Background: an optimization exercise with open tools, aiming at small area. Do not read the settings as production practice. Function was checked by simulation only, so behaviour that the tests miss may differ from the original. No activity file was given, so power comes from the tool's default toggle rates.

==> design.v <==
module Carry_Look_Ahead_64bit(
	input	[63:0]	A, B,
	input		Cin,
	output	[63:0]	S,
	output		Cout
);
	wire	[7:1]	C;
Carry_Look_Ahead_8bit CLA1(.A(A[7:0]),   .B(B[7:0]),   .Cin(Cin), .S(S[7:0]),   .Cout(C1));
Carry_Look_Ahead_8bit CLA2(.A(A[15:8]),  .B(B[15:8]),  .Cin(C1),  .S(S[15:8]),  .Cout(C2));
Carry_Look_Ahead_8bit CLA3(.A(A[23:16]), .B(B[23:16]), .Cin(C2),  .S(S[23:16]), .Cout(C3));
Carry_Look_Ahead_8bit CLA4(.A(A[31:24]), .B(B[31:24]), .Cin(C3),  .S(S[31:24]), .Cout(C4));
Carry_Look_Ahead_8bit CLA5(.A(A[39:32]), .B(B[39:32]), .Cin(C4),  .S(S[39:32]), .Cout(C5));
Carry_Look_Ahead_8bit CLA6(.A(A[47:40]), .B(B[47:40]), .Cin(C5),  .S(S[47:40]), .Cout(C6));
Carry_Look_Ahead_8bit CLA7(.A(A[55:48]), .B(B[55:48]), .Cin(C6),  .S(S[55:48]), .Cout(C7));
Carry_Look_Ahead_8bit CLA8(.A(A[63:56]), .B(B[63:56]), .Cin(C7),  .S(S[63:56]), .Cout(Cout));
endmodule
module Carry_Look_Ahead_8bit(
	input	[7:0]	A, B,
	input		Cin,
	output	[7:0]	S,
	output		Cout
);
	wire	[7:0]	C;
	wire	[7:0]	P, G;
assign	P = A ^ B;  
assign	G = A & B;  
assign C[0] = Cin;
assign C[1] = G[0] | (P[0]&C[0]);
assign C[2] = G[1] | P[1]&G[0] | P[1]&P[0]&C[0];
assign C[3] = G[2] | P[2]&G[1] | P[2]&P[1]&G[0] | P[2]&P[1]&P[0]&C[0];
assign C[4] = G[3] | P[3]&G[2] | P[3]&P[2]&G[1] | P[3]&P[2]&P[1]&G[0] | P[3]&P[2]&P[1]&P[0]&C[0];
assign C[5] = G[4] | P[4]&G[3] | P[4]&P[3]&G[2] | P[4]&P[3]&P[2]&G[1] | P[4]&P[3]&P[2]&P[1]&G[0] | P[4]&P[3]&P[2]&P[1]&P[0]&C[0];
assign C[6] = G[5] | P[5]&G[4] | P[5]&P[4]&G[3] | P[5]&P[4]&P[3]&G[2] | P[5]&P[4]&P[3]&P[2]&G[1] | P[5]&P[4]&P[3]&P[2]&P[1]&G[0] | P[5]&P[4]&P[3]&P[2]&P[1]&P[0]&C[0];
assign C[7] = G[6] | P[6]&G[5] | P[6]&P[5]&G[4] | P[6]&P[5]&P[4]&G[3] | P[6]&P[5]&P[4]&P[3]&G[2] | P[6]&P[5]&P[4]&P[3]&P[2]&G[1] | P[6]&P[5]&P[4]&P[3]&P[2]&P[1]&G[0] | P[6]&P[5]&P[4]&P[3]&P[2]&P[1]&P[0]&C[0];
assign Cout = G[7] | P[7]&G[6] | P[7]&P[6]&G[5] | P[7]&P[6]&P[5]&G[4] | P[7]&P[6]&P[5]&P[4]&G[3] | P[7]&P[6]&P[5]&P[4]&P[3]&G[2] | P[7]&P[6]&P[5]&P[4]&P[3]&P[2]&G[1] | P[7]&P[6]&P[5]&P[4]&P[3]&P[2]&P[1]&G[0] | P[7]&P[6]&P[5]&P[4]&P[3]&P[2]&P[1]&P[0]&C[0];
assign S = P ^ C;
endmodule
module cla64_reg(
	input	wire		clk,
	input	wire	[63:0]	A,
	input	wire	[63:0]	B,
	input	wire		Cin,
	output	reg	[63:0]	S,
	output	reg		Cout
);
	reg	[63:0]	A_r, B_r;
	reg		Cin_r;
	wire	[63:0]	S_w;
	wire		Cout_w;
always @(posedge clk)
	{Cin_r, B_r, A_r} <= {Cin, B, A};
Carry_Look_Ahead_64bit u_cla(.A(A_r), .B(B_r), .Cin(Cin_r), .S(S_w), .Cout(Cout_w));
always @(posedge clk)
	{Cout, S} <= {Cout_w, S_w};
endmodule
==> run.sh <==
#!/bin/bash
# synth_recipe.tcl (not shown) runs the flow's synth.tcl, then flattens the netlist and writes it again
# the make line also repeats each setting of config.mk as NAME=value (left out here)
make -C /OpenROAD-flow-scripts/flow DESIGN_CONFIG=/design/flow/config.mk WORK_HOME=/design/flow/orfs CLKGATE_MAP_FILE= SYNTH_SCRIPT=/design/flow/synth_recipe.tcl finish
==> config.mk <==
export PLATFORM = sky130hd
export DESIGN_NAME = cla64_reg
export DESIGN_NICKNAME = cla64_reg
export VERILOG_FILES = /design/flow/design.v
export SDC_FILE = /design/flow/constraint.sdc
export NUM_CORES = 4
export LEC_CHECK = 0
export CAP_MARGIN = 20
export CORE_MARGIN = 2
export CORE_UTILIZATION = 40
export SLEW_MARGIN = 20
==> constraint.sdc <==
create_clock -name core_clock -period 3.0 [get_ports {clk}]
set_input_delay 0.6000 -clock core_clock [delete_from_list [all_inputs] [get_ports {clk}]]
set_output_delay 0.6000 -clock core_clock [all_outputs]
set_load 0.01 [all_outputs]
==> impl_metrics.toml <==
[status]
status = "no timing/DRC/antenna violations"

[global_route]
maximum_number_of_pins_on_one_net_before_global_route_repair = 18
antenna_found_initial = 3
global_route.usage.total = 0.168
grt_overflow_total = 0
number_of_global_route_vias_before_repair = 4864
global_route_wire_length_before_repair_mm = 23.5

[sta]
unrepaired_setup_endpoints_after_global_routing = "no"
post-route-worst-setup-slack_ns = 0.150
slew_viol_final = 0
max_freq_ghz = 0.351
final.period_utilization = 0.950
finalHoldViolations = 0
slew_headroom = 0.742
finalSetupViolCount = 0
final_worst_clock_skew_ns = 0.00806
hold_slack_ns = 0.544
period_minus_slack_ns = 2.85
worst_pin_slew_ns = 0.386

[yosys]
mappedNetlistArea_um2 = 6740
ys_dominant_reg_cell = "dfxtp_1"
async_flop_share = 0
synth.most_common_cell = "dfxtp_1"
synth_sequential_area_ratio = 0.576
yosysTopAreaCellShare = 0.576
ys_types = 48
synth_seq_cells = 194
syn_nets = 791
cell_type_with_the_highest_aggregate_area_in_the_netlist = "dfxtp_1"
synthesis.yosys.warnings = 8
synth.top_cells.by_area = "dfxtp_1, ha_1, xnor2_1"
postSynthAreaPerCell_um2 = 11.4
number_of_flops_mapped_to_enable_cells_by_yosys = 0
gate_count_post_synth = 589
ys_top_cells_by_count = "dfxtp_1, ha_1, inv_1"

[min_path]
holdPathStages = 2
hold_path.class = "register to register"
holdPathEnd = "Cout"
hp-start = "B_r[63]"

[floorplan]
die_area_um2 = 17900
floorplan.initialDensity = 0.408
die_height_um = 134
fp.dieW_um = 134
placeableCoreArea_um2 = 16500
core.rowCount = 47
floorplan.io_pins = 195

[layout]
final_util = 0.587
nets = 1016
multi_input_area_um2 = 2780
area.sequential_um2 = 3880
area_growth_pct = 43.9
drive_gt1_frac = 0.0726
filler_cell_count = 1396

[cts]
htreeDepth = 4
path_clk_slew_ns = 0.07
cts_hold_buffers = 0
cts_buffers = 17
clock_tree_from_tritoncts = "yes"
clock-root-buffer = "clkbuf_16"
clock_tree.buffer_depth = 2
clk-insertion-delay-late_ns = 0.42
cts.sinks = 194

[detailed_routing]
drt_iter0_markers = 133
per_cell_via_count_in_the_routed_design = 4.55
vias = 4772
detail_route.first_pass.iterations = 4
route.detailed.drc = 0
final_antenna_net_count = 0
route.detailed.wl_per_inst_um = 14.0
total_wirelength_of_the_detailed_routed_design_mm = 14.7

[job]
drv_cap = 0

[setup_path]
path_max_fanout = 4
endpoint_kind = "register"
rr_worst_depth = 11
worst_reg2reg_setup_slack_ns = 0.15
cp_data_required_time_ns = 3.31
start_kind = "register"
reg2reg_from = "A_r[36]"
cp.arrival_ns = 3.16
critical_path_class = "register to register"
crit-reg2reg-capture = "S[57]"

[placement]
io_buffers = 194
dp.final_hpwl_mm = 11.6
pre_cts_ws_ns = -0.00393
rd_place_congestion = 0.837

[power_and_ir_drop]
ir_drop_mv = 0.375
powerDensity_nw_per_um2 = 667
leakagePower_uw = 0.00419
power_uw = 6480
## per-stage QoR
step / cell area [um^2] / TNS, ns / instances
detailed placement: 9040 / -0.00393 / 1014
global route: 9700 / 0 / 1047
finish: 9700 / 0 / 1048
global placement: 9040 / 0 / 1014
floorplan: 6740 / 0 / 589
CTS: 9640 / 0 / 1046
## power by group
| group | internal (uW) | switching, uW |
|---|---|---|
| Combinational | 741 | 532 |
| Clock | 1270 | 986 |
| Sequential | 2860 | 88.2 |
## flip-flops by register name (all words and copies together) (netlist names)
signal  flops
S          64
A_r        64
B_r        64
Cin_r       1
Cout        1
## placed cells by master (no fill, tap or decap), drive strengths merged, types with 2 or more instances in the layout
| cell | count |
|---|---|
| buf | 12 |
| nand4b | 2 |
| and2 | 2 |
| dfxtp | 194 |
| o31ai | 2 |
| and3 | 11 |
| bufinv | 2 |
| o21ai | 18 |
| nor2 | 36 |
| o2111ai | 2 |
| a211oi | 4 |
| nor2b | 8 |
| o21bai | 3 |
| a21boi | 4 |
| and4 | 2 |
| xor2 | 11 |
| fa | 8 |
| a21oi | 39 |
| o21a | 10 |
| nand2 | 25 |
| xnor2 | 33 |
| a31oi | 5 |
| nor3 | 10 |
| nand3 | 17 |
| nand4 | 3 |
| clkdlybuf4s50 | 194 |
| nand2b | 3 |
| clkinvlp | 2 |
| a21o | 18 |
| a311o | 2 |
| clkbuf | 20 |
| inv | 46 |
| a211o | 2 |
| ha | 64 |
## how the worst max path moves through the flow
stage                  from  endpoint  slack (ns)
floorplan           A_r[14]     S[57]        0.29
global placement    A_r[13]     S[56]        0.03
detailed placement  B_r[14]     S[57]      -0.004
CTS                 B_r[14]     S[57]        0.03
global route        A_r[27]     S[52]      0.0001
finish              A_r[36]     S[57]        0.15
## worst max-delay path, stage by stage (launching register included)
cell and delay [ns]:
dfxtp_1 0.31, ha_1 0.34, and3_4 0.22, and3_4 0.21, nor3b_1 0.31, buf_4 0.18
nand2_1 0.05, a311o_1 0.37, a21boi_2 0.18, nor2_1 0.07, fa_1 0.38, xnor2_1 0.13
## cell type report
| cell class | count | area share |
|---|---|---|
| clock inverters | 12 | 0.0146 |
| diodes | 1 | 0.000258 |
| inverters | 39 | 0.0151 |
| clock buffers | 20 | 0.0460 |
| well taps | 220 | 0.0284 |
| multi-input cells | 356 | 0.286 |
| flip-flops and latches | 194 | 0.400 |
| repair buffers | 206 | 0.209 |
## repair_timing
action | in CTS | in global routing
gates cloned | 0 | 0
pin swaps | 0 | 8
endpoints found under the hold margin | 0 | 0
gates resized for setup | 1 | 12
setup endpoints to repair | 2 | 15
buffers inserted | 0 | 1
## routing by layer
layer / wire length [um] / track usage / part of all wire / vias to the layer above
li1: - / - / - / 2478
met1: 6340 / 0.200 / 0.43 / 2128
met2: 7030 / 0.284 / 0.48 / 139
met3: 1010 / 0.0563 / 0.069 / 23
met4: 287 / 0.0644 / 0.020 / 4
met5: 25 / 0 / 0.0017 / -
## kinds of logic (layout without fill, tap and decap cells)
group,after synthesis,after routing,synth area share
xor+xnor,44,44,0.0572
compound gates,116,116,0.111
flops,194,194,0.576
other cells,0,1,0
fa+ha+maj,72,72,0.143
buf+inv,39,277,0.0217
simple gates,124,124,0.0917

port drivers added, routing unchanged:
Ports are ideal in the flow. The routed layout listed here was re-timed in OpenROAD.
Step 1 (the two cells are an assumption about what drives the block):
set clk [get_ports {clk}]
set_driving_cell -lib_cell sky130_fd_sc_hd__clkbuf_16 $clk
set_driving_cell -lib_cell sky130_fd_sc_hd__buf_2 [delete_from_list [all_inputs] $clk]
Step 2 moves the port delays by t, midway between the first and last clock arrival at a register: inputs arrive t later, outputs are due t later. That takes back most of the time a late clock gives input paths.
Slacks: ideal ports / drivers / drivers and shift; pairs: ideal ports / drivers.
shift t [ns]: 0.465
slack for setup (ns): 0.150 / 0.150 / 0.150
hold slack, ns: 0.544 / 0.544 / 0.544
After both steps this run still meets setup and hold. For this run, drivers alone change the setup slack by 0.000 ns; drivers and shift together by 0.000 ns.
